Context: an optimization exercise on an open-source flow, tuned for small area, a short achievable clock period and few clock cycles. The choices shown serve that exercise and are no tape-out recipe. The RTL was checked by simulation tests, not by an equivalence proof against the original design.

[flow/flow/run.sh]
#!/bin/bash
# The standard layout (the standard.sh, unchanged synthesis and steps),
# with plain buffers (buf_2) as the port buffers instead of the default
# delay-cell buffers.  All tool output goes to the ORFS logs and to
# standard_sh.log in this folder.
set -euo pipefail
export BUFFER_PORTS_ARGS="-buffer_cell sky130_fd_sc_hd__buf_2"
bash standard.sh > standard_sh.log 2>&1
[flow/standard.sh]
#!/bin/bash
# synth_recipe.tcl (not shown) runs the flow's synth.tcl, then flattens the netlist and writes it again
# the make line also repeats each setting of config.mk as NAME=value (left out here)
make -C /OpenROAD-flow-scripts/flow DESIGN_CONFIG=/design/flow/config.mk WORK_HOME=/design/flow/orfs CLKGATE_MAP_FILE= SYNTH_SCRIPT=/design/flow/synth_recipe.tcl "${@:-finish}"
[flow/config.mk]
export PLATFORM = sky130hd
export DESIGN_NAME = kernel
export DESIGN_NICKNAME = kernel
export VERILOG_FILES = /design/flow/design.v
export SDC_FILE = /design/flow/constraint.sdc
export NUM_CORES = 4
export LEC_CHECK = 0
export ABC_AREA = 0
export CAP_MARGIN = 40
export CORE_MARGIN = 2
export CORE_UTILIZATION = 35
export PLACE_DENSITY = 0.6
export SETUP_SLACK_MARGIN = 1.5
export SLEW_MARGIN = 40
export SYNTH_HIERARCHICAL = 1
export SYNTH_MINIMUM_KEEP_SIZE = 0
[flow/constraint.sdc]
create_clock -name core_clock -period 7.0 [get_ports {clock}]
set_input_delay 1.4000 -clock core_clock [delete_from_list [all_inputs] [get_ports {clock}]]
set_output_delay 1.4000 -clock core_clock [all_outputs]
set_load 0.01 [all_outputs]
[flow/design.v]
`timescale 1ns / 1ps
module mult_param (
    input  [191:0] LANE,
    input  [107:0] ENC,
    output [8*324-1:0] PP
    );
    genvar s, t, i;
    for (s = 0; s < 8; s = s + 1) begin : g_slot
        for (t = 0; t < 9; t = t + 1) begin : g_tap
            wire [7:0] a = LANE[8*(6*(s/4 + t/3) + s%4 + t%3) +: 8];
            wire [8:0] x  = {a[7], a};
            wire [8:0] x2 = {a, 1'b0};
            for (i = 0; i < 4; i = i + 1) begin : g_row
                wire [8:0] p = (({9{ENC[12*t + i]}} & x) | ({9{ENC[12*t + 4 + i]}} & x2)) ^ {9{ENC[12*t + 8 + i]}};
                assign PP[324*s + 36*t + 9*i +: 9] = {~p[8], p[7:0]};
            end
        end
    end
endmodule
`timescale 1ns / 1ps
module subkernel_f (
    input  [323:0] pp,
    input  [21:0] nb,
    output [43:0] cout
    );
    wire f1;
    wire f2;
    wire f3;
    wire f4;
    wire f5;
    wire f6;
    wire f7;
    wire f8;
    wire f9;
    wire f10;
    wire f11;
    wire f12;
    wire f13;
    wire f14;
    wire f15;
    wire f16;
    wire f17;
    wire f18;
    wire f19;
    wire f20;
    wire f21;
    wire f22;
    wire f23;
    wire f24;
    wire f25;
    wire f26;
    wire f27;
    wire f28;
    wire f29;
    wire f30;
    wire f31;
    wire f32;
    wire f33;
    wire f34;
    wire f35;
    wire f36;
    wire f37;
    wire f38;
    wire f39;
    wire f40;
    wire f41;
    wire f42;
    wire f43;
    wire f44;
    wire f45;
    wire f46;
    wire f47;
    wire f48;
    wire f49;
    wire f50;
    wire f51;
    wire f52;
    wire f53;
    wire f54;
    wire f55;
    wire f56;
    wire f57;
    wire f58;
    wire f59;
    wire f60;
    wire f61;
    wire f62;
    wire f63;
    wire f64;
    wire f65;
    wire f66;
    wire f67;
    wire f68;
    wire f69;
    wire f70;
    wire f71;
    wire f72;
    wire f73;
    wire f74;
    wire f75;
    wire f76;
    wire f77;
    wire f78;
    wire f79;
    wire f80;
    wire f81;
    wire f82;
    wire f83;
    wire f84;
    wire f85;
    wire f86;
    wire f87;
    wire f88;
    wire f89;
    wire f90;
    wire f91;
    wire f92;
    wire f93;
    wire f94;
    wire f95;
    wire f96;
    wire f97;
    wire f98;
    wire f99;
    wire f100;
    wire f101;
    wire f102;
    wire f103;
    wire f104;
    wire f105;
    wire f106;
    wire f107;
    wire f108;
    wire f109;
    wire f110;
    wire f111;
    wire f112;
    wire f113;
    wire f114;
    wire f115;
    wire f116;
    wire f117;
    wire f118;
    wire f119;
    wire f120;
    wire f121;
    wire f122;
    wire f123;
    wire f124;
    wire f125;
    wire f126;
    wire f127;
    wire f128;
    wire f129;
    wire f130;
    wire f131;
    wire f132;
    wire f133;
    wire f134;
    wire f135;
    wire f136;
    wire f137;
    wire f138;
    wire f139;
    wire f140;
    wire f141;
    wire f142;
    wire f143;
    wire f144;
    wire f145;
    wire f146;
    wire f147;
    wire f148;
    wire f149;
    wire f150;
    wire f151;
    wire f152;
    wire f153;
    wire f154;
    wire f155;
    wire f156;
    wire f157;
    wire f158;
    wire f159;
    wire f160;
    wire f161;
    wire f162;
    wire f163;
    wire f164;
    wire f165;
    wire f166;
    wire f167;
    wire f168;
    wire f169;
    wire f170;
    wire f171;
    wire f172;
    wire f173;
    wire f174;
    wire f175;
    wire f176;
    wire f177;
    wire f178;
    wire f179;
    wire f180;
    wire f181;
    wire f182;
    wire f183;
    wire f184;
    wire f185;
    wire f186;
    wire f187;
    wire f188;
    wire f189;
    wire f190;
    wire f191;
    wire f192;
    wire f193;
    wire f194;
    wire f195;
    wire f196;
    wire f197;
    wire f198;
    wire f199;
    wire f200;
    wire f201;
    wire f202;
    wire f203;
    wire f204;
    wire f205;
    wire f206;
    wire f207;
    wire f208;
    wire f209;
    wire f210;
    wire f211;
    wire f212;
    wire f213;
    wire f214;
    wire f215;
    wire f216;
    wire f217;
    wire f218;
    wire f219;
    wire f220;
    wire f221;
    wire f222;
    wire f223;
    wire f224;
    wire f225;
    wire f226;
    wire f227;
    wire f228;
    wire f229;
    wire f230;
    wire f231;
    wire f232;
    wire f233;
    wire f234;
    wire f235;
    wire f236;
    wire f237;
    wire f238;
    wire f239;
    wire f240;
    wire f241;
    wire f242;
    wire f243;
    wire f244;
    wire f245;
    wire f246;
    wire f247;
    wire f248;
    wire f249;
    wire f250;
    wire f251;
    wire f252;
    wire f253;
    wire f254;
    wire f255;
    wire f256;
    wire f257;
    wire f258;
    wire f259;
    wire f260;
    wire f261;
    wire f262;
    wire f263;
    wire f264;
    wire f265;
    wire f266;
    wire f267;
    wire f268;
    wire f269;
    wire f270;
    wire f271;
    wire f272;
    wire f273;
    wire f274;
    wire f275;
    wire f276;
    wire f277;
    wire f278;
    wire f279;
    wire f280;
    wire f281;
    wire f282;
    wire f283;
    wire f284;
    wire f285;
    wire f286;
    wire f287;
    wire f288;
    wire f289;
    wire f290;
    wire f291;
    wire f292;
    wire f293;
    wire f294;
    wire f295;
    wire f296;
    wire f297;
    wire f298;
    wire f299;
    wire f300;
    wire f301;
    wire f302;
    wire f303;
    wire f304;
    wire f305;
    wire f306;
    wire f307;
    wire f308;
    wire f309;
    wire f310;
    wire f311;
    wire f312;
    wire f313;
    wire f314;
    wire f315;
    wire f316;
    wire f317;
    wire f318;
    wire f319;
    wire f320;
    wire f321;
    wire f322;
    wire f323;
    wire f324;
    wire f325;
    wire f326;
    wire f327;
    wire f328;
    wire f329;
    wire f330;
    wire f331;
    wire f332;
    wire f333;
    wire f334;
    wire f335;
    wire f336;
    wire f337;
    wire f338;
    wire f339;
    wire f340;
    wire f341;
    wire f342;
    wire f343;
    wire f344;
    wire f345;
    wire f346;
    wire f347;
    wire f348;
    wire f349;
    wire f350;
    wire f351;
    wire f352;
    wire f353;
    wire f354;
    wire f355;
    wire f356;
    wire f357;
    wire f358;
    wire f359;
    wire f360;
    wire f361;
    wire f362;
    wire f363;
    wire f364;
    wire f365;
    wire f366;
    wire f367;
    wire f368;
    wire f369;
    wire f370;
    wire f371;
    wire f372;
    wire f373;
    wire f374;
    wire f375;
    wire f376;
    wire f377;
    wire f378;
    wire f379;
    wire f380;
    wire f381;
    wire f382;
    wire f383;
    wire f384;
    wire f385;
    wire f386;
    wire f387;
    wire f388;
    wire f389;
    wire f390;
    wire f391;
    wire f392;
    wire f393;
    wire f394;
    wire f395;
    wire f396;
    wire f397;
    wire f398;
    wire f399;
    wire f400;
    wire f401;
    wire f402;
    wire f403;
    wire f404;
    wire f405;
    wire f406;
    wire f407;
    wire f408;
    wire f409;
    wire f410;
    wire f411;
    wire f412;
    wire f413;
    wire f414;
    wire f415;
    wire f416;
    wire f417;
    wire f418;
    wire f419;
    wire f420;
    wire f421;
    wire f422;
    wire f423;
    wire f424;
    wire f425;
    wire f426;
    wire f427;
    wire f428;
    wire f429;
    wire f430;
    wire f431;
    wire f432;
    wire f433;
    wire f434;
    wire f435;
    wire f436;
    wire f437;
    wire f438;
    wire f439;
    wire f440;
    wire f441;
    wire f442;
    wire f443;
    wire f444;
    wire f445;
    wire f446;
    wire f447;
    wire f448;
    wire f449;
    wire f450;
    wire f451;
    wire f452;
    wire f453;
    wire f454;
    wire f455;
    wire f456;
    wire f457;
    wire f458;
    wire f459;
    wire f460;
    wire f461;
    wire f462;
    wire f463;
    wire f464;
    wire f465;
    wire f466;
    wire f467;
    wire f468;
    wire f469;
    wire f470;
    wire f471;
    wire f472;
    wire f473;
    wire f474;
    wire f475;
    wire f476;
    wire f477;
    wire f478;
    wire f479;
    wire f480;
    wire f481;
    wire f482;
    wire f483;
    wire f484;
    wire f485;
    wire f486;
    wire f487;
    wire f488;
    wire f489;
    wire f490;
    wire f491;
    wire f492;
    wire f493;
    wire f494;
    wire f495;
    wire f496;
    wire f497;
    wire f498;
    wire f499;
    wire f500;
    wire f501;
    wire f502;
    wire f503;
    wire f504;
    wire f505;
    wire f506;
    wire f507;
    wire f508;
    wire f509;
    wire f510;
    wire f511;
    wire f512;
    wire f513;
    wire f514;
    wire f515;
    wire f516;
    wire f517;
    wire f518;
    wire f519;
    wire f520;
    wire f521;
    wire f522;
    wire f523;
    wire f524;
    wire f525;
    wire f526;
    wire f527;
    wire f528;
    wire f529;
    wire f530;
    wire f531;
    wire f532;
    wire f533;
    wire f534;
    wire f535;
    wire f536;
    wire f537;
    wire f538;
    wire f539;
    wire f540;
    wire f541;
    wire f542;
    wire f543;
    wire f544;
    wire f545;
    wire f546;
    wire f547;
    wire f548;
    wire f549;
    wire f550;
    wire f551;
    wire f552;
    wire f553;
    wire f554;
    wire f555;
    wire f556;
    wire f557;
    wire f558;
    wire f559;
    wire f560;
    fa uf1 (.a(pp[0]), .b(pp[36]), .c(pp[72]), .s(f1), .co(f2));
    fa uf3 (.a(pp[108]), .b(pp[144]), .c(pp[180]), .s(f3), .co(f4));
    fa uf5 (.a(pp[216]), .b(pp[252]), .c(pp[288]), .s(f5), .co(f6));
    fa uf7 (.a(f1), .b(f3), .c(f5), .s(f7), .co(f8));
    fa uf9 (.a(pp[1]), .b(pp[37]), .c(pp[73]), .s(f9), .co(f10));
    fa uf11 (.a(pp[109]), .b(pp[145]), .c(pp[181]), .s(f11), .co(f12));
    fa uf13 (.a(pp[217]), .b(pp[253]), .c(pp[289]), .s(f13), .co(f14));
    fa uf15 (.a(f2), .b(f4), .c(f6), .s(f15), .co(f16));
    fa uf17 (.a(f9), .b(f11), .c(f13), .s(f17), .co(f18));
    fa uf19 (.a(f8), .b(f15), .c(f17), .s(f19), .co(f20));
    fa uf21 (.a(pp[2]), .b(pp[9]), .c(pp[38]), .s(f21), .co(f22));
    fa uf23 (.a(pp[45]), .b(pp[74]), .c(pp[81]), .s(f23), .co(f24));
    fa uf25 (.a(pp[110]), .b(pp[117]), .c(pp[146]), .s(f25), .co(f26));
    fa uf27 (.a(pp[153]), .b(pp[182]), .c(pp[189]), .s(f27), .co(f28));
    fa uf29 (.a(pp[218]), .b(pp[225]), .c(pp[254]), .s(f29), .co(f30));
    fa uf31 (.a(pp[261]), .b(pp[290]), .c(pp[297]), .s(f31), .co(f32));
    fa uf33 (.a(f10), .b(f12), .c(f14), .s(f33), .co(f34));
    fa uf35 (.a(f21), .b(f23), .c(f25), .s(f35), .co(f36));
    fa uf37 (.a(f27), .b(f29), .c(f31), .s(f37), .co(f38));
    fa uf39 (.a(f16), .b(f18), .c(f33), .s(f39), .co(f40));
    fa uf41 (.a(f35), .b(f37), .c(f20), .s(f41), .co(f42));
    fa uf43 (.a(pp[3]), .b(pp[10]), .c(pp[39]), .s(f43), .co(f44));
    fa uf45 (.a(pp[46]), .b(pp[75]), .c(pp[82]), .s(f45), .co(f46));
    fa uf47 (.a(pp[111]), .b(pp[118]), .c(pp[147]), .s(f47), .co(f48));
    fa uf49 (.a(pp[154]), .b(pp[183]), .c(pp[190]), .s(f49), .co(f50));
    fa uf51 (.a(pp[219]), .b(pp[226]), .c(pp[255]), .s(f51), .co(f52));
    fa uf53 (.a(pp[262]), .b(pp[291]), .c(pp[298]), .s(f53), .co(f54));
    fa uf55 (.a(f22), .b(f24), .c(f26), .s(f55), .co(f56));
    fa uf57 (.a(f28), .b(f30), .c(f32), .s(f57), .co(f58));
    fa uf59 (.a(f43), .b(f45), .c(f47), .s(f59), .co(f60));
    fa uf61 (.a(f49), .b(f51), .c(f53), .s(f61), .co(f62));
    fa uf63 (.a(f34), .b(f36), .c(f38), .s(f63), .co(f64));
    fa uf65 (.a(f55), .b(f57), .c(f59), .s(f65), .co(f66));
    fa uf67 (.a(f61), .b(f40), .c(f63), .s(f67), .co(f68));
    fa uf69 (.a(f65), .b(f42), .c(f67), .s(f69), .co(f70));
    fa uf71 (.a(pp[4]), .b(pp[11]), .c(pp[18]), .s(f71), .co(f72));
    fa uf73 (.a(pp[40]), .b(pp[47]), .c(pp[54]), .s(f73), .co(f74));
    fa uf75 (.a(pp[76]), .b(pp[83]), .c(pp[90]), .s(f75), .co(f76));
    fa uf77 (.a(pp[112]), .b(pp[119]), .c(pp[126]), .s(f77), .co(f78));
    fa uf79 (.a(pp[148]), .b(pp[155]), .c(pp[162]), .s(f79), .co(f80));
    fa uf81 (.a(pp[184]), .b(pp[191]), .c(pp[198]), .s(f81), .co(f82));
    fa uf83 (.a(pp[220]), .b(pp[227]), .c(pp[234]), .s(f83), .co(f84));
    fa uf85 (.a(pp[256]), .b(pp[263]), .c(pp[270]), .s(f85), .co(f86));
    fa uf87 (.a(pp[292]), .b(pp[299]), .c(pp[306]), .s(f87), .co(f88));
    fa uf89 (.a(f44), .b(f46), .c(f48), .s(f89), .co(f90));
    fa uf91 (.a(f50), .b(f52), .c(f54), .s(f91), .co(f92));
    fa uf93 (.a(f71), .b(f73), .c(f75), .s(f93), .co(f94));
    fa uf95 (.a(f77), .b(f79), .c(f81), .s(f95), .co(f96));
    fa uf97 (.a(f83), .b(f85), .c(f87), .s(f97), .co(f98));
    fa uf99 (.a(f56), .b(f58), .c(f60), .s(f99), .co(f100));
    fa uf101 (.a(f62), .b(f89), .c(f91), .s(f101), .co(f102));
    fa uf103 (.a(f93), .b(f95), .c(f97), .s(f103), .co(f104));
    fa uf105 (.a(f64), .b(f66), .c(f99), .s(f105), .co(f106));
    fa uf107 (.a(f101), .b(f103), .c(f68), .s(f107), .co(f108));
    fa uf109 (.a(f105), .b(f70), .c(f107), .s(f109), .co(f110));
    fa uf111 (.a(pp[5]), .b(pp[12]), .c(pp[19]), .s(f111), .co(f112));
    fa uf113 (.a(pp[41]), .b(pp[48]), .c(pp[55]), .s(f113), .co(f114));
    fa uf115 (.a(pp[77]), .b(pp[84]), .c(pp[91]), .s(f115), .co(f116));
    fa uf117 (.a(pp[113]), .b(pp[120]), .c(pp[127]), .s(f117), .co(f118));
    fa uf119 (.a(pp[149]), .b(pp[156]), .c(pp[163]), .s(f119), .co(f120));
    fa uf121 (.a(pp[185]), .b(pp[192]), .c(pp[199]), .s(f121), .co(f122));
    fa uf123 (.a(pp[221]), .b(pp[228]), .c(pp[235]), .s(f123), .co(f124));
    fa uf125 (.a(pp[257]), .b(pp[264]), .c(pp[271]), .s(f125), .co(f126));
    fa uf127 (.a(pp[293]), .b(pp[300]), .c(pp[307]), .s(f127), .co(f128));
    fa uf129 (.a(f72), .b(f74), .c(f76), .s(f129), .co(f130));
    fa uf131 (.a(f78), .b(f80), .c(f82), .s(f131), .co(f132));
    fa uf133 (.a(f84), .b(f86), .c(f88), .s(f133), .co(f134));
    fa uf135 (.a(f111), .b(f113), .c(f115), .s(f135), .co(f136));
    fa uf137 (.a(f117), .b(f119), .c(f121), .s(f137), .co(f138));
    fa uf139 (.a(f123), .b(f125), .c(f127), .s(f139), .co(f140));
    fa uf141 (.a(f90), .b(f92), .c(f94), .s(f141), .co(f142));
    fa uf143 (.a(f96), .b(f98), .c(f129), .s(f143), .co(f144));
    fa uf145 (.a(f131), .b(f133), .c(f135), .s(f145), .co(f146));
    fa uf147 (.a(f137), .b(f139), .c(f100), .s(f147), .co(f148));
    fa uf149 (.a(f102), .b(f104), .c(f141), .s(f149), .co(f150));
    fa uf151 (.a(f143), .b(f145), .c(f147), .s(f151), .co(f152));
    fa uf153 (.a(f106), .b(f149), .c(f151), .s(f153), .co(f154));
    fa uf155 (.a(pp[6]), .b(pp[13]), .c(pp[20]), .s(f155), .co(f156));
    fa uf157 (.a(pp[27]), .b(pp[42]), .c(pp[49]), .s(f157), .co(f158));
    fa uf159 (.a(pp[56]), .b(pp[63]), .c(pp[78]), .s(f159), .co(f160));
    fa uf161 (.a(pp[85]), .b(pp[92]), .c(pp[99]), .s(f161), .co(f162));
    fa uf163 (.a(pp[114]), .b(pp[121]), .c(pp[128]), .s(f163), .co(f164));
    fa uf165 (.a(pp[135]), .b(pp[150]), .c(pp[157]), .s(f165), .co(f166));
    fa uf167 (.a(pp[164]), .b(pp[171]), .c(pp[186]), .s(f167), .co(f168));
    fa uf169 (.a(pp[193]), .b(pp[200]), .c(pp[207]), .s(f169), .co(f170));
    fa uf171 (.a(pp[222]), .b(pp[229]), .c(pp[236]), .s(f171), .co(f172));
    fa uf173 (.a(pp[243]), .b(pp[258]), .c(pp[265]), .s(f173), .co(f174));
    fa uf175 (.a(pp[272]), .b(pp[279]), .c(pp[294]), .s(f175), .co(f176));
    fa uf177 (.a(pp[301]), .b(pp[308]), .c(pp[315]), .s(f177), .co(f178));
    fa uf179 (.a(f112), .b(f114), .c(f116), .s(f179), .co(f180));
    fa uf181 (.a(f118), .b(f120), .c(f122), .s(f181), .co(f182));
    fa uf183 (.a(f124), .b(f126), .c(f128), .s(f183), .co(f184));
    fa uf185 (.a(f155), .b(f157), .c(f159), .s(f185), .co(f186));
    fa uf187 (.a(f161), .b(f163), .c(f165), .s(f187), .co(f188));
    fa uf189 (.a(f167), .b(f169), .c(f171), .s(f189), .co(f190));
    fa uf191 (.a(f173), .b(f175), .c(f177), .s(f191), .co(f192));
    fa uf193 (.a(f130), .b(f132), .c(f134), .s(f193), .co(f194));
    fa uf195 (.a(f136), .b(f138), .c(f140), .s(f195), .co(f196));
    fa uf197 (.a(f179), .b(f181), .c(f183), .s(f197), .co(f198));
    fa uf199 (.a(f185), .b(f187), .c(f189), .s(f199), .co(f200));
    fa uf201 (.a(f191), .b(f142), .c(f144), .s(f201), .co(f202));
    fa uf203 (.a(f146), .b(f193), .c(f195), .s(f203), .co(f204));
    fa uf205 (.a(f197), .b(f199), .c(f148), .s(f205), .co(f206));
    fa uf207 (.a(f150), .b(f201), .c(f203), .s(f207), .co(f208));
    fa uf209 (.a(f152), .b(f205), .c(f207), .s(f209), .co(f210));
    fa uf211 (.a(pp[7]), .b(pp[14]), .c(pp[21]), .s(f211), .co(f212));
    fa uf213 (.a(pp[28]), .b(pp[43]), .c(pp[50]), .s(f213), .co(f214));
    fa uf215 (.a(pp[57]), .b(pp[64]), .c(pp[79]), .s(f215), .co(f216));
    fa uf217 (.a(pp[86]), .b(pp[93]), .c(pp[100]), .s(f217), .co(f218));
    fa uf219 (.a(pp[115]), .b(pp[122]), .c(pp[129]), .s(f219), .co(f220));
    fa uf221 (.a(pp[136]), .b(pp[151]), .c(pp[158]), .s(f221), .co(f222));
    fa uf223 (.a(pp[165]), .b(pp[172]), .c(pp[187]), .s(f223), .co(f224));
    fa uf225 (.a(pp[194]), .b(pp[201]), .c(pp[208]), .s(f225), .co(f226));
    fa uf227 (.a(pp[223]), .b(pp[230]), .c(pp[237]), .s(f227), .co(f228));
    fa uf229 (.a(pp[244]), .b(pp[259]), .c(pp[266]), .s(f229), .co(f230));
    fa uf231 (.a(pp[273]), .b(pp[280]), .c(pp[295]), .s(f231), .co(f232));
    fa uf233 (.a(pp[302]), .b(pp[309]), .c(pp[316]), .s(f233), .co(f234));
    fa uf235 (.a(f156), .b(f158), .c(f160), .s(f235), .co(f236));
    fa uf237 (.a(f162), .b(f164), .c(f166), .s(f237), .co(f238));
    fa uf239 (.a(f168), .b(f170), .c(f172), .s(f239), .co(f240));
    fa uf241 (.a(f174), .b(f176), .c(f178), .s(f241), .co(f242));
    fa uf243 (.a(f211), .b(f213), .c(f215), .s(f243), .co(f244));
    fa uf245 (.a(f217), .b(f219), .c(f221), .s(f245), .co(f246));
    fa uf247 (.a(f223), .b(f225), .c(f227), .s(f247), .co(f248));
    fa uf249 (.a(f229), .b(f231), .c(f233), .s(f249), .co(f250));
    fa uf251 (.a(f180), .b(f182), .c(f184), .s(f251), .co(f252));
    fa uf253 (.a(f186), .b(f188), .c(f190), .s(f253), .co(f254));
    fa uf255 (.a(f192), .b(f235), .c(f237), .s(f255), .co(f256));
    fa uf257 (.a(f239), .b(f241), .c(f243), .s(f257), .co(f258));
    fa uf259 (.a(f245), .b(f247), .c(f249), .s(f259), .co(f260));
    fa uf261 (.a(f194), .b(f196), .c(f198), .s(f261), .co(f262));
    fa uf263 (.a(f200), .b(f251), .c(f253), .s(f263), .co(f264));
    fa uf265 (.a(f255), .b(f257), .c(f259), .s(f265), .co(f266));
    fa uf267 (.a(f202), .b(f204), .c(f261), .s(f267), .co(f268));
    fa uf269 (.a(f263), .b(f265), .c(f206), .s(f269), .co(f270));
    fa uf271 (.a(pp[8]), .b(pp[15]), .c(pp[22]), .s(f271), .co(f272));
    fa uf273 (.a(pp[29]), .b(pp[44]), .c(pp[51]), .s(f273), .co(f274));
    fa uf275 (.a(pp[58]), .b(pp[65]), .c(pp[80]), .s(f275), .co(f276));
    fa uf277 (.a(pp[87]), .b(pp[94]), .c(pp[101]), .s(f277), .co(f278));
    fa uf279 (.a(pp[116]), .b(pp[123]), .c(pp[130]), .s(f279), .co(f280));
    fa uf281 (.a(pp[137]), .b(pp[152]), .c(pp[159]), .s(f281), .co(f282));
    fa uf283 (.a(pp[166]), .b(pp[173]), .c(pp[188]), .s(f283), .co(f284));
    fa uf285 (.a(pp[195]), .b(pp[202]), .c(pp[209]), .s(f285), .co(f286));
    fa uf287 (.a(pp[224]), .b(pp[231]), .c(pp[238]), .s(f287), .co(f288));
    fa uf289 (.a(pp[245]), .b(pp[260]), .c(pp[267]), .s(f289), .co(f290));
    fa uf291 (.a(pp[274]), .b(pp[281]), .c(pp[296]), .s(f291), .co(f292));
    fa uf293 (.a(pp[303]), .b(pp[310]), .c(pp[317]), .s(f293), .co(f294));
    fa uf295 (.a(f212), .b(f214), .c(f216), .s(f295), .co(f296));
    fa uf297 (.a(f218), .b(f220), .c(f222), .s(f297), .co(f298));
    fa uf299 (.a(f224), .b(f226), .c(f228), .s(f299), .co(f300));
    fa uf301 (.a(f230), .b(f232), .c(f234), .s(f301), .co(f302));
    fa uf303 (.a(f271), .b(f273), .c(f275), .s(f303), .co(f304));
    fa uf305 (.a(f277), .b(f279), .c(f281), .s(f305), .co(f306));
    fa uf307 (.a(f283), .b(f285), .c(f287), .s(f307), .co(f308));
    fa uf309 (.a(f289), .b(f291), .c(f293), .s(f309), .co(f310));
    fa uf311 (.a(f236), .b(f238), .c(f240), .s(f311), .co(f312));
    fa uf313 (.a(f242), .b(f244), .c(f246), .s(f313), .co(f314));
    fa uf315 (.a(f248), .b(f250), .c(f295), .s(f315), .co(f316));
    fa uf317 (.a(f297), .b(f299), .c(f301), .s(f317), .co(f318));
    fa uf319 (.a(f303), .b(f305), .c(f307), .s(f319), .co(f320));
    fa uf321 (.a(f309), .b(f252), .c(f254), .s(f321), .co(f322));
    fa uf323 (.a(f256), .b(f258), .c(f260), .s(f323), .co(f324));
    fa uf325 (.a(f311), .b(f313), .c(f315), .s(f325), .co(f326));
    fa uf327 (.a(f317), .b(f319), .c(f262), .s(f327), .co(f328));
    fa uf329 (.a(f264), .b(f266), .c(f321), .s(f329), .co(f330));
    fa uf331 (.a(f323), .b(f325), .c(f327), .s(f331), .co(f332));
    fa uf333 (.a(pp[16]), .b(pp[23]), .c(pp[30]), .s(f333), .co(f334));
    fa uf335 (.a(pp[52]), .b(pp[59]), .c(pp[66]), .s(f335), .co(f336));
    fa uf337 (.a(pp[88]), .b(pp[95]), .c(pp[102]), .s(f337), .co(f338));
    fa uf339 (.a(pp[124]), .b(pp[131]), .c(pp[138]), .s(f339), .co(f340));
    fa uf341 (.a(pp[160]), .b(pp[167]), .c(pp[174]), .s(f341), .co(f342));
    fa uf343 (.a(pp[196]), .b(pp[203]), .c(pp[210]), .s(f343), .co(f344));
    fa uf345 (.a(pp[232]), .b(pp[239]), .c(pp[246]), .s(f345), .co(f346));
    fa uf347 (.a(pp[268]), .b(pp[275]), .c(pp[282]), .s(f347), .co(f348));
    fa uf349 (.a(pp[304]), .b(pp[311]), .c(pp[318]), .s(f349), .co(f350));
    fa uf351 (.a(f272), .b(f274), .c(f276), .s(f351), .co(f352));
    fa uf353 (.a(f278), .b(f280), .c(f282), .s(f353), .co(f354));
    fa uf355 (.a(f284), .b(f286), .c(f288), .s(f355), .co(f356));
    fa uf357 (.a(f290), .b(f292), .c(f294), .s(f357), .co(f358));
    fa uf359 (.a(f333), .b(f335), .c(f337), .s(f359), .co(f360));
    fa uf361 (.a(f339), .b(f341), .c(f343), .s(f361), .co(f362));
    fa uf363 (.a(f345), .b(f347), .c(f349), .s(f363), .co(f364));
    fa uf365 (.a(f296), .b(f298), .c(f300), .s(f365), .co(f366));
    fa uf367 (.a(f302), .b(f304), .c(f306), .s(f367), .co(f368));
    fa uf369 (.a(f308), .b(f310), .c(f351), .s(f369), .co(f370));
    fa uf371 (.a(f353), .b(f355), .c(f357), .s(f371), .co(f372));
    fa uf373 (.a(f359), .b(f361), .c(f363), .s(f373), .co(f374));
    fa uf375 (.a(f312), .b(f314), .c(f316), .s(f375), .co(f376));
    fa uf377 (.a(f318), .b(f320), .c(f365), .s(f377), .co(f378));
    fa uf379 (.a(f367), .b(f369), .c(f371), .s(f379), .co(f380));
    fa uf381 (.a(f373), .b(f322), .c(f324), .s(f381), .co(f382));
    fa uf383 (.a(f326), .b(f375), .c(f377), .s(f383), .co(f384));
    fa uf385 (.a(f379), .b(f328), .c(f330), .s(f385), .co(f386));
    fa uf387 (.a(pp[17]), .b(pp[24]), .c(pp[31]), .s(f387), .co(f388));
    fa uf389 (.a(pp[53]), .b(pp[60]), .c(pp[67]), .s(f389), .co(f390));
    fa uf391 (.a(pp[89]), .b(pp[96]), .c(pp[103]), .s(f391), .co(f392));
    fa uf393 (.a(pp[125]), .b(pp[132]), .c(pp[139]), .s(f393), .co(f394));
    fa uf395 (.a(pp[161]), .b(pp[168]), .c(pp[175]), .s(f395), .co(f396));
    fa uf397 (.a(pp[197]), .b(pp[204]), .c(pp[211]), .s(f397), .co(f398));
    fa uf399 (.a(pp[233]), .b(pp[240]), .c(pp[247]), .s(f399), .co(f400));
    fa uf401 (.a(pp[269]), .b(pp[276]), .c(pp[283]), .s(f401), .co(f402));
    fa uf403 (.a(pp[305]), .b(pp[312]), .c(pp[319]), .s(f403), .co(f404));
    fa uf405 (.a(f334), .b(f336), .c(f338), .s(f405), .co(f406));
    fa uf407 (.a(f340), .b(f342), .c(f344), .s(f407), .co(f408));
    fa uf409 (.a(f346), .b(f348), .c(f350), .s(f409), .co(f410));
    fa uf411 (.a(f387), .b(f389), .c(f391), .s(f411), .co(f412));
    fa uf413 (.a(f393), .b(f395), .c(f397), .s(f413), .co(f414));
    fa uf415 (.a(f399), .b(f401), .c(f403), .s(f415), .co(f416));
    fa uf417 (.a(f352), .b(f354), .c(f356), .s(f417), .co(f418));
    fa uf419 (.a(f358), .b(f360), .c(f362), .s(f419), .co(f420));
    fa uf421 (.a(f364), .b(f405), .c(f407), .s(f421), .co(f422));
    fa uf423 (.a(f409), .b(f411), .c(f413), .s(f423), .co(f424));
    fa uf425 (.a(f415), .b(f366), .c(f368), .s(f425), .co(f426));
    fa uf427 (.a(f370), .b(f372), .c(f374), .s(f427), .co(f428));
    fa uf429 (.a(f417), .b(f419), .c(f421), .s(f429), .co(f430));
    fa uf431 (.a(f423), .b(f376), .c(f378), .s(f431), .co(f432));
    fa uf433 (.a(f380), .b(f425), .c(f427), .s(f433), .co(f434));
    fa uf435 (.a(f429), .b(f382), .c(f384), .s(f435), .co(f436));
    fa uf437 (.a(pp[25]), .b(pp[32]), .c(pp[61]), .s(f437), .co(f438));
    fa uf439 (.a(pp[68]), .b(pp[97]), .c(pp[104]), .s(f439), .co(f440));
    fa uf441 (.a(pp[133]), .b(pp[140]), .c(pp[169]), .s(f441), .co(f442));
    fa uf443 (.a(pp[176]), .b(pp[205]), .c(pp[212]), .s(f443), .co(f444));
    fa uf445 (.a(pp[241]), .b(pp[248]), .c(pp[277]), .s(f445), .co(f446));
    fa uf447 (.a(pp[284]), .b(pp[313]), .c(pp[320]), .s(f447), .co(f448));
    fa uf449 (.a(f388), .b(f390), .c(f392), .s(f449), .co(f450));
    fa uf451 (.a(f394), .b(f396), .c(f398), .s(f451), .co(f452));
    fa uf453 (.a(f400), .b(f402), .c(f404), .s(f453), .co(f454));
    fa uf455 (.a(f437), .b(f439), .c(f441), .s(f455), .co(f456));
    fa uf457 (.a(f443), .b(f445), .c(f447), .s(f457), .co(f458));
    fa uf459 (.a(f406), .b(f408), .c(f410), .s(f459), .co(f460));
    fa uf461 (.a(f412), .b(f414), .c(f416), .s(f461), .co(f462));
    fa uf463 (.a(f449), .b(f451), .c(f453), .s(f463), .co(f464));
    fa uf465 (.a(f455), .b(f457), .c(f418), .s(f465), .co(f466));
    fa uf467 (.a(f420), .b(f422), .c(f424), .s(f467), .co(f468));
    fa uf469 (.a(f459), .b(f461), .c(f463), .s(f469), .co(f470));
    fa uf471 (.a(f465), .b(f426), .c(f428), .s(f471), .co(f472));
    fa uf473 (.a(f430), .b(f467), .c(f469), .s(f473), .co(f474));
    fa uf475 (.a(f432), .b(f434), .c(f471), .s(f475), .co(f476));
    fa uf477 (.a(pp[26]), .b(pp[33]), .c(pp[62]), .s(f477), .co(f478));
    fa uf479 (.a(pp[69]), .b(pp[98]), .c(pp[105]), .s(f479), .co(f480));
    fa uf481 (.a(pp[134]), .b(pp[141]), .c(pp[170]), .s(f481), .co(f482));
    fa uf483 (.a(pp[177]), .b(pp[206]), .c(pp[213]), .s(f483), .co(f484));
    fa uf485 (.a(pp[242]), .b(pp[249]), .c(pp[278]), .s(f485), .co(f486));
    fa uf487 (.a(pp[285]), .b(pp[314]), .c(pp[321]), .s(f487), .co(f488));
    fa uf489 (.a(f438), .b(f440), .c(f442), .s(f489), .co(f490));
    fa uf491 (.a(f444), .b(f446), .c(f448), .s(f491), .co(f492));
    fa uf493 (.a(f477), .b(f479), .c(f481), .s(f493), .co(f494));
    fa uf495 (.a(f483), .b(f485), .c(f487), .s(f495), .co(f496));
    fa uf497 (.a(f450), .b(f452), .c(f454), .s(f497), .co(f498));
    fa uf499 (.a(f456), .b(f458), .c(f489), .s(f499), .co(f500));
    fa uf501 (.a(f491), .b(f493), .c(f495), .s(f501), .co(f502));
    fa uf503 (.a(f460), .b(f462), .c(f464), .s(f503), .co(f504));
    fa uf505 (.a(f497), .b(f499), .c(f501), .s(f505), .co(f506));
    fa uf507 (.a(f466), .b(f468), .c(f470), .s(f507), .co(f508));
    fa uf509 (.a(f503), .b(f505), .c(f472), .s(f509), .co(f510));
    fa uf511 (.a(pp[34]), .b(pp[70]), .c(pp[106]), .s(f511), .co(f512));
    fa uf513 (.a(pp[142]), .b(pp[178]), .c(pp[214]), .s(f513), .co(f514));
    fa uf515 (.a(pp[250]), .b(pp[286]), .c(pp[322]), .s(f515), .co(f516));
    fa uf517 (.a(f478), .b(f480), .c(f482), .s(f517), .co(f518));
    fa uf519 (.a(f484), .b(f486), .c(f488), .s(f519), .co(f520));
    fa uf521 (.a(f511), .b(f513), .c(f515), .s(f521), .co(f522));
    fa uf523 (.a(f490), .b(f492), .c(f494), .s(f523), .co(f524));
    fa uf525 (.a(f496), .b(f517), .c(f519), .s(f525), .co(f526));
    fa uf527 (.a(f521), .b(f498), .c(f500), .s(f527), .co(f528));
    fa uf529 (.a(f502), .b(f523), .c(f525), .s(f529), .co(f530));
    fa uf531 (.a(f504), .b(f506), .c(f527), .s(f531), .co(f532));
    fa uf533 (.a(f529), .b(f508), .c(f531), .s(f533), .co(f534));
    fa uf535 (.a(pp[35]), .b(pp[71]), .c(pp[107]), .s(f535), .co(f536));
    fa uf537 (.a(pp[143]), .b(pp[179]), .c(pp[215]), .s(f537), .co(f538));
    fa uf539 (.a(pp[251]), .b(pp[287]), .c(pp[323]), .s(f539), .co(f540));
    fa uf541 (.a(f512), .b(f514), .c(f516), .s(f541), .co(f542));
    fa uf543 (.a(f535), .b(f537), .c(f539), .s(f543), .co(f544));
    fa uf545 (.a(f518), .b(f520), .c(f522), .s(f545), .co(f546));
    fa uf547 (.a(f541), .b(f543), .c(f524), .s(f547), .co(f548));
    fa uf549 (.a(f526), .b(f545), .c(f547), .s(f549), .co(f550));
    fa uf551 (.a(f528), .b(f530), .c(f549), .s(f551), .co(f552));
    fa uf553 (.a(f536), .b(f538), .c(f540), .s(f553), .co(f554));
    fa uf555 (.a(f542), .b(f544), .c(f553), .s(f555), .co(f556));
    fa uf557 (.a(f546), .b(f555), .c(f548), .s(f557), .co(f558));
    fa uf559 (.a(f554), .b(f556), .c(f558), .s(f559), .co(f560));
    assign cout[0] = f7;    
    assign cout[1] = f19;    
    assign cout[2] = f39;    
    assign cout[3] = f41;    
    assign cout[4] = f69;    
    assign cout[5] = f109;    
    assign cout[6] = f108;    
    assign cout[7] = f153;    
    assign cout[8] = f110;    
    assign cout[9] = f154;    
    assign cout[10] = f209;    
    assign cout[11] = f208;    
    assign cout[12] = f267;    
    assign cout[13] = f269;    
    assign cout[14] = f210;    
    assign cout[15] = f268;    
    assign cout[16] = f329;    
    assign cout[17] = f270;    
    assign cout[18] = f331;    
    assign cout[19] = f381;    
    assign cout[20] = f383;    
    assign cout[21] = f332;    
    assign cout[22] = f385;    
    assign cout[23] = f431;    
    assign cout[24] = f433;    
    assign cout[25] = f386;    
    assign cout[26] = f435;    
    assign cout[27] = f473;    
    assign cout[28] = f436;    
    assign cout[29] = f475;    
    assign cout[30] = f474;    
    assign cout[31] = f507;    
    assign cout[32] = f509;    
    assign cout[33] = f476;    
    assign cout[34] = f510;    
    assign cout[35] = f533;    
    assign cout[36] = f532;    
    assign cout[37] = f551;    
    assign cout[38] = f534;    
    assign cout[39] = f550;    
    assign cout[40] = f557;    
    assign cout[41] = f552;    
    assign cout[42] = f559;    
    assign cout[43] = f560;    
endmodule
module subkernel_b (
    input  [43:0] cin,
    input  [21:0] nb,
    output [21:0] result
    );
    wire b1;
    wire b2;
    wire b3;
    wire b4;
    wire b5;
    wire b6;
    wire b7;
    wire b8;
    wire b9;
    wire b10;
    wire b11;
    wire b12;
    wire b13;
    wire b14;
    wire b15;
    wire b16;
    wire b17;
    wire b18;
    wire b19;
    wire b20;
    wire b21;
    wire b22;
    wire b23;
    wire b24;
    wire b25;
    wire b26;
    wire b27;
    wire b28;
    wire b29;
    wire b30;
    wire b31;
    wire b32;
    wire b33;
    wire b34;
    wire b35;
    wire b36;
    wire b37;
    wire b38;
    wire b39;
    wire b40;
    wire b41;
    wire b42;
    wire b43;
    wire b44;
    wire b45;
    wire b46;
    wire b47;
    wire b48;
    wire b49;
    wire b50;
    wire b51;
    wire b52;
    wire b53;
    wire b54;
    wire b55;
    wire b56;
    wire b57;
    wire b58;
    wire b59;
    wire b60;
    wire b61;
    wire b62;
    wire b63;
    wire b64;
    wire b65;
    wire b66;
    assign b1 = cin[2] ^ cin[3];
    assign b2 = cin[2] & cin[3];
    assign b3 = cin[4] ^ b2;
    assign b4 = cin[4] & b2;
    assign b5 = cin[5] ^ nb[4];
    assign b6 = cin[5] & nb[4];
    fa ub7 (.a(cin[6]), .b(cin[7]), .c(cin[8]), .s(b7), .co(b8));
    assign b9 = nb[5] ^ b7;
    assign b10 = nb[5] & b7;
    fa ub11 (.a(cin[9]), .b(cin[10]), .c(nb[6]), .s(b11), .co(b12));
    assign b13 = b8 ^ b10;
    assign b14 = b8 & b10;
    fa ub15 (.a(cin[11]), .b(cin[12]), .c(cin[13]), .s(b15), .co(b16));
    fa ub17 (.a(cin[14]), .b(nb[7]), .c(b15), .s(b17), .co(b18));
    assign b19 = b12 ^ b17;
    assign b20 = b12 & b17;
    fa ub21 (.a(cin[15]), .b(cin[16]), .c(cin[17]), .s(b21), .co(b22));
    fa ub23 (.a(cin[18]), .b(nb[8]), .c(b16), .s(b23), .co(b24));
    fa ub25 (.a(b21), .b(b18), .c(b23), .s(b25), .co(b26));
    fa ub27 (.a(cin[19]), .b(cin[20]), .c(cin[21]), .s(b27), .co(b28));
    fa ub29 (.a(cin[22]), .b(nb[9]), .c(b22), .s(b29), .co(b30));
    fa ub31 (.a(b27), .b(b24), .c(b29), .s(b31), .co(b32));
    fa ub33 (.a(cin[23]), .b(cin[24]), .c(cin[25]), .s(b33), .co(b34));
    fa ub35 (.a(cin[26]), .b(nb[10]), .c(b28), .s(b35), .co(b36));
    fa ub37 (.a(b33), .b(b30), .c(b35), .s(b37), .co(b38));
    fa ub39 (.a(cin[27]), .b(cin[28]), .c(cin[29]), .s(b39), .co(b40));
    fa ub41 (.a(nb[11]), .b(b34), .c(b39), .s(b41), .co(b42));
    assign b43 = b36 ^ b41;
    assign b44 = b36 & b41;
    fa ub45 (.a(cin[30]), .b(cin[31]), .c(cin[32]), .s(b45), .co(b46));
    fa ub47 (.a(cin[33]), .b(nb[12]), .c(b40), .s(b47), .co(b48));
    fa ub49 (.a(b45), .b(b42), .c(b47), .s(b49), .co(b50));
    fa ub51 (.a(cin[34]), .b(cin[35]), .c(nb[13]), .s(b51), .co(b52));
    fa ub53 (.a(b46), .b(b51), .c(b48), .s(b53), .co(b54));
    fa ub55 (.a(cin[36]), .b(cin[37]), .c(cin[38]), .s(b55), .co(b56));
    fa ub57 (.a(nb[14]), .b(b55), .c(b52), .s(b57), .co(b58));
    fa ub59 (.a(cin[39]), .b(cin[40]), .c(cin[41]), .s(b59), .co(b60));
    fa ub61 (.a(nb[15]), .b(b56), .c(b59), .s(b61), .co(b62));
    fa ub63 (.a(cin[42]), .b(nb[16]), .c(b60), .s(b63), .co(b64));
    assign b65 = cin[43] ^ nb[17];
    assign b66 = cin[43] & nb[17];
    wire [21:0] ra = {nb[21], nb[20], nb[19], nb[18], b64, b62, b58, b54, b50, b44, b38, b32, b26, b20, b14, b11, b6, b4, nb[3], nb[2], cin[1], cin[0]};
    wire [21:0] rb = {1'b0, 1'b0, 1'b0, b66, b65, b63, b61, b57, b53, b49, b43, b37, b31, b25, b19, b13, b9, b5, b3, b1, nb[1], nb[0]};
    assign result = ra + rb;
endmodule
module fa (input a, b, c, output s, co);
    wire x = a ^ b;
    assign s = x ^ c;
    assign co = (a & b) | (x & c);
endmodule
`timescale 1ns / 1ps
module kernel#(parameter BIT_SIZE = 8,
               parameter INPUT_WIDTH=6,
               parameter INPUT_HEIGHT=6,
               parameter CHANNEL_SIZE=1,
               parameter SUBKERNEL_OUT_BIT = 20,
               parameter KERNEL_WIDTH = 3,
               parameter KERNEL_HEIGHT = 3,
               parameter STRIDE = 1,
               parameter OUTPUT_WIDTH = (INPUT_WIDTH - KERNEL_WIDTH) / STRIDE + 1,
               parameter OUTPUT_HEIGHT = (INPUT_HEIGHT - KERNEL_HEIGHT) / STRIDE + 1,
               parameter CHANNEL_EXTENSION_BIT = 2
               )(
    input [INPUT_WIDTH*INPUT_HEIGHT*CHANNEL_SIZE*BIT_SIZE-1:0] input_buffer,
    input [KERNEL_WIDTH*KERNEL_HEIGHT*CHANNEL_SIZE*BIT_SIZE-1:0] kernel_buffer,
    input signed [BIT_SIZE-1:0] bias,
    input clock,reset,enable,
    output  [(SUBKERNEL_OUT_BIT + CHANNEL_EXTENSION_BIT)*OUTPUT_WIDTH*OUTPUT_HEIGHT - 1 :0] conv_result,
    output reg done
    );
    localparam RW = 22;
    localparam NC = 44;
    localparam PPW = 324;
    wire [191:0] lane = reset ? input_buffer[0 +: 192] : input_buffer[96 +: 192];
    wire [107:0] enc;
    wire [21:0] nb;
    wire [8:0] negs [0:3];
    genvar t, i, r, c;
    for (t = 0; t < 9; t = t + 1) begin : g_w
        wire [7:0] w = kernel_buffer[8*t +: 8];
        wire [8:0] wx = {w, 1'b0};
        for (i = 0; i < 4; i = i + 1) begin : g_d
            wire b2 = wx[2*i+2], b1 = wx[2*i+1], b0 = wx[2*i];
            assign enc[12*t + i]     = b1 ^ b0;
            assign enc[12*t + 4 + i] = (b2 & ~b1 & ~b0) | (~b2 & b1 & b0);
            assign enc[12*t + 8 + i] = b2;
            assign negs[i][t] = b2;
        end
    end
    wire nbs1;
    wire nbs2;
    wire nbs3;
    wire nbs4;
    wire nbs5;
    wire nbs6;
    wire nbs7;
    wire nbs8;
    wire nbs9;
    wire nbs10;
    wire nbs11;
    wire nbs12;
    wire nbs13;
    wire nbs14;
    wire nbs15;
    wire nbs16;
    wire nbs17;
    wire nbs18;
    wire nbs19;
    wire nbs20;
    wire nbs21;
    wire nbs22;
    wire nbs23;
    wire nbs24;
    wire nbs25;
    wire nbs26;
    wire nbs27;
    wire nbs28;
    wire nbs29;
    wire nbs30;
    wire nbs31;
    wire nbs32;
    wire nbs33;
    wire nbs34;
    wire nbs35;
    wire nbs36;
    wire nbs37;
    wire nbs38;
    wire nbs39;
    wire nbs40;
    wire nbs41;
    wire nbs42;
    wire nbs43;
    wire nbs44;
    wire nbs45;
    wire nbs46;
    wire nbs47;
    wire nbs48;
    wire nbs49;
    wire nbs50;
    wire nbs51;
    wire nbs52;
    wire nbs53;
    wire nbs54;
    wire nbs55;
    wire nbs56;
    wire nbs57;
    wire nbs58;
    wire nbs59;
    wire nbs60;
    wire nbs61;
    wire nbs62;
    wire nbs63;
    wire nbs64;
    wire nbs65;
    wire nbs66;
    wire nbs67;
    wire nbs68;
    wire nbs69;
    wire nbs70;
    wire nbs71;
    wire nbs72;
    wire nbs73;
    wire nbs74;
    wire nbs75;
    wire nbs76;
    wire nbs77;
    wire nbs78;
    wire nbs79;
    wire nbs80;
    wire nbs81;
    wire nbs82;
    wire nbs83;
    wire nbs84;
    assign nbs3 = bias[0] ^ negs[0][0];
    assign nbs1 = nbs3 ^ negs[0][1];
    assign nbs2 = (bias[0] & negs[0][0]) | (nbs3 & negs[0][1]);
    assign nbs6 = negs[0][2] ^ negs[0][3];
    assign nbs4 = nbs6 ^ negs[0][4];
    assign nbs5 = (negs[0][2] & negs[0][3]) | (nbs6 & negs[0][4]);
    assign nbs9 = negs[0][5] ^ negs[0][6];
    assign nbs7 = nbs9 ^ negs[0][7];
    assign nbs8 = (negs[0][5] & negs[0][6]) | (nbs9 & negs[0][7]);
    assign nbs12 = negs[0][8] ^ nbs1;
    assign nbs10 = nbs12 ^ nbs4;
    assign nbs11 = (negs[0][8] & nbs1) | (nbs12 & nbs4);
    assign nbs15 = bias[1] ^ nbs2;
    assign nbs13 = nbs15 ^ nbs5;
    assign nbs14 = (bias[1] & nbs2) | (nbs15 & nbs5);
    assign nbs16 = nbs8 ^ nbs11;
    assign nbs17 = nbs8 & nbs11;
    assign nbs20 = bias[2] ^ negs[1][0];
    assign nbs18 = nbs20 ^ negs[1][1];
    assign nbs19 = (bias[2] & negs[1][0]) | (nbs20 & negs[1][1]);
    assign nbs23 = negs[1][2] ^ negs[1][3];
    assign nbs21 = nbs23 ^ negs[1][4];
    assign nbs22 = (negs[1][2] & negs[1][3]) | (nbs23 & negs[1][4]);
    assign nbs26 = negs[1][5] ^ negs[1][6];
    assign nbs24 = nbs26 ^ negs[1][7];
    assign nbs25 = (negs[1][5] & negs[1][6]) | (nbs26 & negs[1][7]);
    assign nbs29 = negs[1][8] ^ nbs18;
    assign nbs27 = nbs29 ^ nbs21;
    assign nbs28 = (negs[1][8] & nbs18) | (nbs29 & nbs21);
    assign nbs32 = nbs24 ^ nbs14;
    assign nbs30 = nbs32 ^ nbs27;
    assign nbs31 = (nbs24 & nbs14) | (nbs32 & nbs27);
    assign nbs35 = bias[3] ^ nbs19;
    assign nbs33 = nbs35 ^ nbs22;
    assign nbs34 = (bias[3] & nbs19) | (nbs35 & nbs22);
    assign nbs38 = nbs25 ^ nbs28;
    assign nbs36 = nbs38 ^ nbs33;
    assign nbs37 = (nbs25 & nbs28) | (nbs38 & nbs33);
    assign nbs41 = bias[4] ^ negs[2][0];
    assign nbs39 = nbs41 ^ negs[2][1];
    assign nbs40 = (bias[4] & negs[2][0]) | (nbs41 & negs[2][1]);
    assign nbs44 = negs[2][2] ^ negs[2][3];
    assign nbs42 = nbs44 ^ negs[2][4];
    assign nbs43 = (negs[2][2] & negs[2][3]) | (nbs44 & negs[2][4]);
    assign nbs47 = negs[2][5] ^ negs[2][6];
    assign nbs45 = nbs47 ^ negs[2][7];
    assign nbs46 = (negs[2][5] & negs[2][6]) | (nbs47 & negs[2][7]);
    assign nbs50 = negs[2][8] ^ nbs39;
    assign nbs48 = nbs50 ^ nbs42;
    assign nbs49 = (negs[2][8] & nbs39) | (nbs50 & nbs42);
    assign nbs53 = nbs45 ^ nbs34;
    assign nbs51 = nbs53 ^ nbs48;
    assign nbs52 = (nbs45 & nbs34) | (nbs53 & nbs48);
    assign nbs56 = bias[5] ^ nbs40;
    assign nbs54 = nbs56 ^ nbs43;
    assign nbs55 = (bias[5] & nbs40) | (nbs56 & nbs43);
    assign nbs59 = nbs46 ^ nbs49;
    assign nbs57 = nbs59 ^ nbs54;
    assign nbs58 = (nbs46 & nbs49) | (nbs59 & nbs54);
    assign nbs62 = bias[6] ^ negs[3][0];
    assign nbs60 = nbs62 ^ negs[3][1];
    assign nbs61 = (bias[6] & negs[3][0]) | (nbs62 & negs[3][1]);
    assign nbs65 = negs[3][2] ^ negs[3][3];
    assign nbs63 = nbs65 ^ negs[3][4];
    assign nbs64 = (negs[3][2] & negs[3][3]) | (nbs65 & negs[3][4]);
    assign nbs68 = negs[3][5] ^ negs[3][6];
    assign nbs66 = nbs68 ^ negs[3][7];
    assign nbs67 = (negs[3][5] & negs[3][6]) | (nbs68 & negs[3][7]);
    assign nbs71 = negs[3][8] ^ nbs60;
    assign nbs69 = nbs71 ^ nbs63;
    assign nbs70 = (negs[3][8] & nbs60) | (nbs71 & nbs63);
    assign nbs74 = nbs66 ^ nbs55;
    assign nbs72 = nbs74 ^ nbs69;
    assign nbs73 = (nbs66 & nbs55) | (nbs74 & nbs69);
    assign nbs77 = ~bias[7] ^ 1'b1;
    assign nbs75 = nbs77 ^ nbs61;
    assign nbs76 = (~bias[7] & 1'b1) | (nbs77 & nbs61);
    assign nbs80 = nbs64 ^ nbs67;
    assign nbs78 = nbs80 ^ nbs75;
    assign nbs79 = (nbs64 & nbs67) | (nbs80 & nbs75);
    assign nbs81 = nbs70 ^ nbs78;
    assign nbs82 = nbs70 & nbs78;
    assign nbs83 = nbs76 ^ nbs79;
    assign nbs84 = nbs76 & nbs79;
    assign nb = {1'b1, 1'b1, 1'b1, 1'b1, 1'b0, 1'b1, 1'b0, 1'b0, 1'b0, 1'b0, 1'b0, 1'b0, 1'b1, nbs82, nbs73, nbs58, nbs52, nbs37, nbs31, nbs17, nbs13, nbs7} + {1'b0, 1'b0, 1'b0, 1'b0, 1'b0, 1'b0, 1'b0, 1'b0, 1'b0, 1'b0, 1'b0, 1'b0, nbs84, nbs83, nbs81, nbs72, nbs57, nbs51, nbs36, nbs30, nbs16, nbs10};
    wire [8*PPW-1:0] pp;
    mult_param mp (.LANE(lane), .ENC(enc), .PP(pp));
    reg [8*NC-1:0] st;
    reg [21:0] nb_q;
    reg [8*RW-1:0] lo;
    wire [8*RW-1:0] fin;
    reg ph;
    for (r = 0; r < 2; r = r + 1) begin : g_r
        for (c = 0; c < 4; c = c + 1) begin : g_c
            wire [NC-1:0] f_out;
            subkernel_f skf (.pp(pp[PPW*(4*r+c) +: PPW]), .nb(nb), .cout(f_out));
            always @(posedge clock) st[NC*(4*r+c) +: NC] <= f_out;
            subkernel_b skb (.cin(st[NC*(4*r+c) +: NC]), .nb(nb_q), .result(fin[RW*(4*r+c) +: RW]));
        end
    end
    always @(posedge clock) begin
        nb_q <= nb;
        ph <= reset;
        if (ph) lo <= fin;
        done <= ~reset;
    end
    assign conv_result = {fin, lo};
endmodule
==> results.sh, run 1 <==
export IMPL_port_buffers=722
export IMPL_critical_path_buf_inv_count=2
export IMPL_antenna_found_initial=76
export IMPL_setup_slack_ns=1.37
export IMPL_rsz0062_at_grt="yes"
export IMPL_synth_seq_area_share=0.0970
export IMPL_hold_start="st[88]"
export IMPL_core_um2=369000
export IMPL_antenna_left=0
export IMPL_crit_path_cell_trace="fa_2, fa_1, fa_1, ha_4, buf_6, nand2_4, o21a_1, o31a_1, o21ai_2, a21oi_2, xnor2_2, buf_2"
export IMPL_drt_first_iter_violations=17100
export IMPL_critPathMaxFanout=3
export IMPL_path_delay_family="adder cells"
export IMPL_cp_end_kind="output port"
export IMPL_place_inst=16000
export IMPL_crit_start="st[57]"
export IMPL_finalWeightedCongestion=1.01
export IMPL_routedWlPerCell_um=37.4
export IMPL_min_period_ns=5.63
export IMPL_slowest_stage="fa_1"
export IMPL_setup_viol=0
export IMPL_drive_above_1_share=0.259
export IMPL_netlist_instances=11400
export IMPL_wl_mm=611
export IMPL_synth_area_top_cells="fa_1, xnor2_1, a22oi_1, dfxtp_1, a22oi_2"
export IMPL_synth_top_area_share=0.382
export IMPL_r2r_start="st[57]"
export IMPL_final_common_cell="xnor2_1"
export IMPL_synth_avg_cell_area_um2=11.4
export IMPL_worstMarginPinSlew_ns=1.05
export IMPL_io_pins=724
export IMPL_use_met1=0.398
export IMPL_cts_clk_slew_worst_paths_ns=0.06
export IMPL_cp_num_cells=12
export IMPL_maxCapViolations=0
export IMPL_track_usage=0.319
export IMPL_syn_area_um2=130000
export IMPL_grt_max_degree=91
export IMPL_syn2layout_area_growth_pct=9.45
export IMPL_async_flop_share=0
export IMPL_met2_usage=0.422
export IMPL_fp_row_count=223
export IMPL_cts_buffer_depth=4
export IMPL_cts_sinks=541
export IMPL_top_usage_layer="met2"
export IMPL_numCtsBuffers=83
export IMPL_status="timing/DRC/antenna clean"
export IMPL_max_stage_delay_ns=0.54
export IMPL_worst_r2r_cell_count=12
export IMPL_cts_root_buffer="clkbuf_16"
export IMPL_ys_ff_latch=541
export IMPL_viasPerCell=6.38
export IMPL_die_area_um2=376000
export IMPL_use_met3=0.164
export IMPL_initial_utilization=0.352
export IMPL_h_tree_depth=3
export IMPL_vias=104000
export IMPL_cts_tree="built"
export IMPL_yosys_area_top_type="fa_1"
export IMPL_clock_fmax_mhz=178
export IMPL_finalMaxSlewViolations=0
export IMPL_drcViolationCount=0
export IMPL_finalHoldViolations=0
export IMPL_fin_cells=16300
export IMPL_nets=14300
export IMPL_arrival_ns=4.23
export IMPL_grt_ovfl_total=0
export IMPL_dpl_hpwl_mm=417
export IMPL_grt_pass1_wl_mm=838
export IMPL_period_share=0.804
export IMPL_start_kind="flop"
export IMPL_grt_pass1_vias=106000
export IMPL_die_w_um=613
export IMPL_yosysUniqueCellTypes=50
export IMPL_dp_slack_ns=0.377
export IMPL_hold_depth=1
export IMPL_finClkSkew_ns=0.0925
export IMPL_ys_warn_count=7
export IMPL_drt_pass1_iterations=13
export IMPL_cp_common_cell="fa_1"
export IMPL_final_cell_mix="xnor2_1, fa_1, a22oi_1"
export IMPL_cts_hold_buf=0
export IMPL_hold_path_class="flop to flop"
export IMPL_synth_edff_count=176
export IMPL_critPathKind="flop to output port"
export IMPL_ys_flop_type="dfxtp_1"
export IMPL_worstPathRequired_ns=5.60
export IMPL_tns_ns=0
export IMPL_die_height_um=613
export IMPL_clock_latency_ns=0.91
export IMPL_max_slew_margin=0.303
export IMPL_hold_slack_ns=0.615
## Yosys stat by module (local to each module, per instance)
module       times used  flops+latches  cells inside
mult_param            1              0          6480
kernel                1            541           988
subkernel_b           8              0           145
subkernel_f           8              0            44
fa                 2440              0             1
## flip-flops by register name, summed over array words and instances (netlist names)
register	cells
done	1
st	352
lo	176
nb_q	11
ph	1
## metrics by stage
stage                     utilization  instance area [um2]
after floorplan                     -               132000
after global placement          0.366               135000
after detailed placement        0.367               135000
after CTS                       0.380               140000
after global routing            0.385               142000
final                           0.385               142000
## routing by layer
| metal | vias up | part of all wire |
|---|---|---|
| li1 | 38000 | - |
| met1 | 52700 | 0.36 |
| met2 | 10600 | 0.38 |
| met3 | 2767 | 0.17 |
| met4 | 77 | 0.086 |
| met5 | - | 0.0024 |
## cell type report
class                      instances  area [um2]
clock inverter                    41         353
multi-input combinational       9266      109000
sequential                       541       12600
tap                             4950        6190
fill                           35800      227000
timing repair buffer            1309       11300
clock buffer                     106        2310
inverter                          55         206
antenna                           51         128
## synthesized netlist by cell type, types with 9 or more instances
cell type	count
fa_1	2475
o21ai_0	120
buf_6	399
o31a_1	16
and4_1	16
mux2_2	192
buf_2	498
nand2b_1	34
ha_1	229
a21oi_1	189
and3_1	10
a21o_1	66
o21ai_1	270
nor3_1	10
a2111oi_4	9
inv_1	55
nand2_1	428
dfxtp_1	365
xnor2_1	2389
nor2_1	71
clkbuf_2	31
a22oi_1	1496
edfxtp_1	176
and3_4	9
a31oi_1	16
xor2_1	380
buf_4	733
nand3b_1	25
nand4_1	16
a22oi_2	520
o2bb2ai_1	16
clkbuf_1	22
nand3_1	57
## repair_timing
item,4_1_cts,5_1_grt
gates resized for setup,270,239
setup buffers,70,57
endpoints found under the hold margin,0,0
gates cloned,1,4
endpoints found under the setup margin,217,195
pin swaps,97,129
## worst paths after layout
check                          end  slack (ns)
hold reg to reg             lo[44]        0.62
hold / removal              lo[44]        0.62
setup / recovery  conv_result[211]        1.37
setup reg to reg            lo[39]        3.48
## cells by family (layout without fill, tap and decap cells)
family / after synthesis / after routing / share of synthesized area
AO/OA/AOI/OAI: 2770 / 2770 / 0.172
XOR/XNOR: 2769 / 2769 / 0.187
adder cells (fa/ha/maj): 2704 / 2704 / 0.404
buffers and inverters: 1740 / 1511 / 0.0996
flip-flops: 541 / 541 / 0.0970
multiplexers: 193 / 194 / 0.0167
other: 2 / 179 / 0.0000578
AND/OR/NAND/NOR: 701 / 701 / 0.0246
Testbench counts, summed over its fixed seeds: cycles 192.
==> run 2, diff against run 1 <==
--- a/flow/config.mk
+++ b/flow/config.mk
@@ -10,4 +10,4 @@
 export CORE_MARGIN = 2
-export CORE_UTILIZATION = 35
-export PLACE_DENSITY = 0.6
+export CORE_UTILIZATION = 40
+export PLACE_DENSITY = 0.55
 export SETUP_SLACK_MARGIN = 1.5
==> run 2 against run 1 <==
Net effect:
- non-clock buffer count increased by 70
- critical path depth decreased by 1
- final cell count decreased by 3.5%
- design area increased by 0.41%
- critical endpoint is now conv_result[192]
- highest routed layer unchanged
- via count increased by 1.4%
==> results.sh, run 2 <==
export IMPL_dpl_hpwl_mm=447
export IMPL_numCtsBuffers=82
export IMPL_slowest_stage="fa_2"
export IMPL_track_usage=0.383
export IMPL_path_delay_family="adder cells"
export IMPL_die_w_um=574
export IMPL_cts_sinks=541
export IMPL_synth_top_area_share=0.382
export IMPL_viasPerCell=6.70
export IMPL_synth_most_common_cell="fa_1"
export IMPL_drcViolationCount=0
export IMPL_period_share=0.809
export IMPL_max_stage_delay_ns=0.59
export IMPL_start_kind="flop"
export IMPL_max_slew_margin=0.239
export IMPL_utilization=0.441
export IMPL_cts_hold_buf=0
export IMPL_die_area_um2=329000
export IMPL_drt_pass1_iterations=7
export IMPL_final_cell_mix="xnor2_1, fa_1, a22oi_1"
export IMPL_cts_tree="built"
export IMPL_setup_viol=0
export IMPL_worstMarginPinSlew_ns=1.14
export IMPL_regArea_um2=12700
export IMPL_cts_root_buffer="clkbuf_16"
export IMPL_ys_warn_count=7
export IMPL_finalHoldViolations=0
export IMPL_final_common_cell="xnor2_1"
export IMPL_finClkSkew_ns=0.0645
export IMPL_clock_latency_ns=0.87
export IMPL_crit_start="st[17]"
export IMPL_largest_register_ffs=352
export IMPL_critical_path_buf_inv_count=1
export IMPL_finalMaxSlewViolations=0
export IMPL_tns_ns=0
export IMPL_synth_edff_count=176
export IMPL_critPathMaxFanout=3
export IMPL_hold_path_class="flop to flop"
export IMPL_die_height_um=574
export IMPL_ys_top_cells_by_count="fa_1, xnor2_1, a22oi_1, buf_4, a22oi_2"
export IMPL_r2r_start="st[233]"
export IMPL_drt_first_iter_violations=17900
export IMPL_nets=14400
export IMPL_grt_pass1_vias=110000
export IMPL_antenna_left=0
export IMPL_multi_input_area_um2=109000
export IMPL_antenna_found_initial=55
export IMPL_core_um2=323000
export IMPL_rsz0062_at_grt="yes"
export IMPL_syn_area_um2=130000
export IMPL_fp_row_count=209
export IMPL_min_period_ns=5.66
export IMPL_yosys_area_top_type="fa_1"
export IMPL_regMostFlops="st"
export IMPL_synth_seq_area_share=0.0970
export IMPL_ys_flop_type="dfxtp_1"
export IMPL_synth_avg_cell_area_um2=11.4
export IMPL_cts_buffer_depth=4
export IMPL_initial_utilization=0.401
export IMPL_ys_ff_latch=541
export IMPL_yosysUniqueCellTypes=50
export IMPL_critPathKind="flop to output port"
export IMPL_netlist_instances=11400
export IMPL_drive_above_1_share=0.263
export IMPL_routedWlPerCell_um=41.2
export IMPL_cp_common_cell="fa_2"
export IMPL_maxCapViolations=0
export IMPL_status="timing/DRC/antenna clean"
export IMPL_regToRegSetupSlack_ns=3.52
export IMPL_synth_area_top_cells="fa_1, xnor2_1, a22oi_1, dfxtp_1, a22oi_2"
export IMPL_grt_ovfl_total=0
export IMPL_top_regs="st x352, lo x176, nb_q x11"
export IMPL_grt_max_degree=79
export IMPL_io_pins=724
export IMPL_syn2layout_area_growth_pct=9.90
export IMPL_grt_pass1_wl_mm=880
export IMPL_cp_end_kind="output port"
export IMPL_clock_fmax_mhz=177
export IMPL_cts_clk_slew_worst_paths_ns=0.06
export IMPL_port_buffers=722
export IMPL_num_fill_cells=29800
export IMPL_crit_path_cell_trace="fa_2, fa_1, fa_2, ha_4, a21oi_4, nand2_1, o31a_1, a21o_1, a21oi_2, xnor2_2, buf_2"
export IMPL_arrival_ns=4.26
export IMPL_worstPathRequired_ns=5.60
export IMPL_async_flop_share=0
export IMPL_finalWeightedCongestion=1.04
export IMPL_wl_mm=649
export IMPL_h_tree_depth=3
export IMPL_vias=106000
export IMPL_hold_start="st[88]"
==> run 2: cell count changes in the layout (fill, tap and decap cells not counted), moves of 13 or more <==
cell     previous run  this run
mux2_2            139       102
mux2_4             48        83
buf_4             355       388
buf_12            215       240
buf_6              63        48
buf_8               4        19
a22oi_1          1408      1395
a22oi_2           608       621
==> run 2: modules after synthesis, one instance, submodules excluded <==
module | flip-flops and latches | cells | cell area (um2)
subkernel_f | 0 | 44 | 330
mult_param | 0 | 6480 | 52900
subkernel_b | 0 | 145 | 1090
fa | 0 | 1 | 20.0
kernel | 541 | 988 | 16700
==> run 2: metrics by stage <==
| stage | area [um2] | cells | hold slack, ns | worst slack [ns] |
|---|---|---|---|---|
| floorplan | 132000 | 11500 | 0.583 | 1.44 |
| global placement | 135000 | 15400 | 0.552 | 0.308 |
| detailed placement | 136000 | 15400 | 0.548 | 0.250 |
| CTS | 140000 | 15600 | 0.560 | 1.32 |
| global route | 143000 | 15700 | 0.592 | 1.24 |
| finish | 143000 | 15800 | 0.564 | 1.34 |
==> run 2: metal layers <==
metal	part of all wire	up-vias	track usage
met2	0.38	11100	0.506
met1	0.36	53700	0.484
met4	0.079	64	0.228
met3	0.17	2616	0.207
met5	0.0023	-	0.00890
li1	-	38100	-
==> run 2: kinds of logic (layout without fill, tap and decap cells) <==
logic type / after synthesis / after routing / synth area share
flip-flops: 541 / 541 / 0.0970
other: 2 / 167 / 0.0000578
adder cells (fa/ha/maj): 2704 / 2704 / 0.404
AND/OR/NAND/NOR: 701 / 701 / 0.0246
buffers and inverters: 1740 / 1578 / 0.0996
multiplexers: 193 / 196 / 0.0167
AO/OA/AOI/OAI: 2770 / 2770 / 0.172
XOR/XNOR: 2769 / 2769 / 0.187
==> run 2: timing repair <==
action | CTS | global route
setup buffers | 52 | 60
endpoints found under the hold margin | 0 | 0
pin swaps | 91 | 138
endpoints found under the setup margin | 237 | 167
gates resized for setup | 233 | 308
cloned | 3 | 5
==> run 2: final cells by class <==
cell class                 instances  area share
antenna                           39    0.000684
clock buffer                     108      0.0169
timing repair buffer            1379      0.0864
clock inverter                    36     0.00285
sequential                       541      0.0887
multi-input combinational       9268       0.765
tap                             4325      0.0379
inverter                          55     0.00145
==> run 2: final timing paths <==
path                       to  depth (start not counted)
min                    lo[44]                          1
max          conv_result[192]                         11
max reg2reg           lo[130]                         11
min reg2reg            lo[44]                          1
==> run 2: worst register-to-register path: cells and delay by family (launching register included) <==
kind	cells	cell delay, ns
buffers and inverters	1	0.16
AND/OR/NAND/NOR	1	0.07
adder cells (fa/ha/maj)	4	1.76
AO/OA/AOI/OAI	5	0.93
flip-flops	1	0.32

==> port drivers added, routing unchanged <==
The flow's constraints put no driver on any port. The routed layouts listed below were extracted and timed again, unchanged, in two steps. Step 1 assumes that a clkbuf_16 drives the clock port and a buf_2 every other input. Step 2 also shifts input and output timing later by t, the mid clock arrival at the registers, as if the neighbouring blocks saw the same clock. Slacks: ideal ports / drivers / drivers and shift; pairs: ideal ports / drivers.
run	shift t [ns]	slack for setup (ns)	worst setup path after step 2	cell pins on the clock port's net
run 1	0.968	1.371 / 1.136 / 0.168	input to register	1
run 2	0.960	1.340 / 1.153 / 0.194	input to register	1
After both steps setup and hold are still met in every run listed. The setup slack of run 1, which loses most, moves by -0.235 ns with the drivers and by -1.203 ns with both steps.
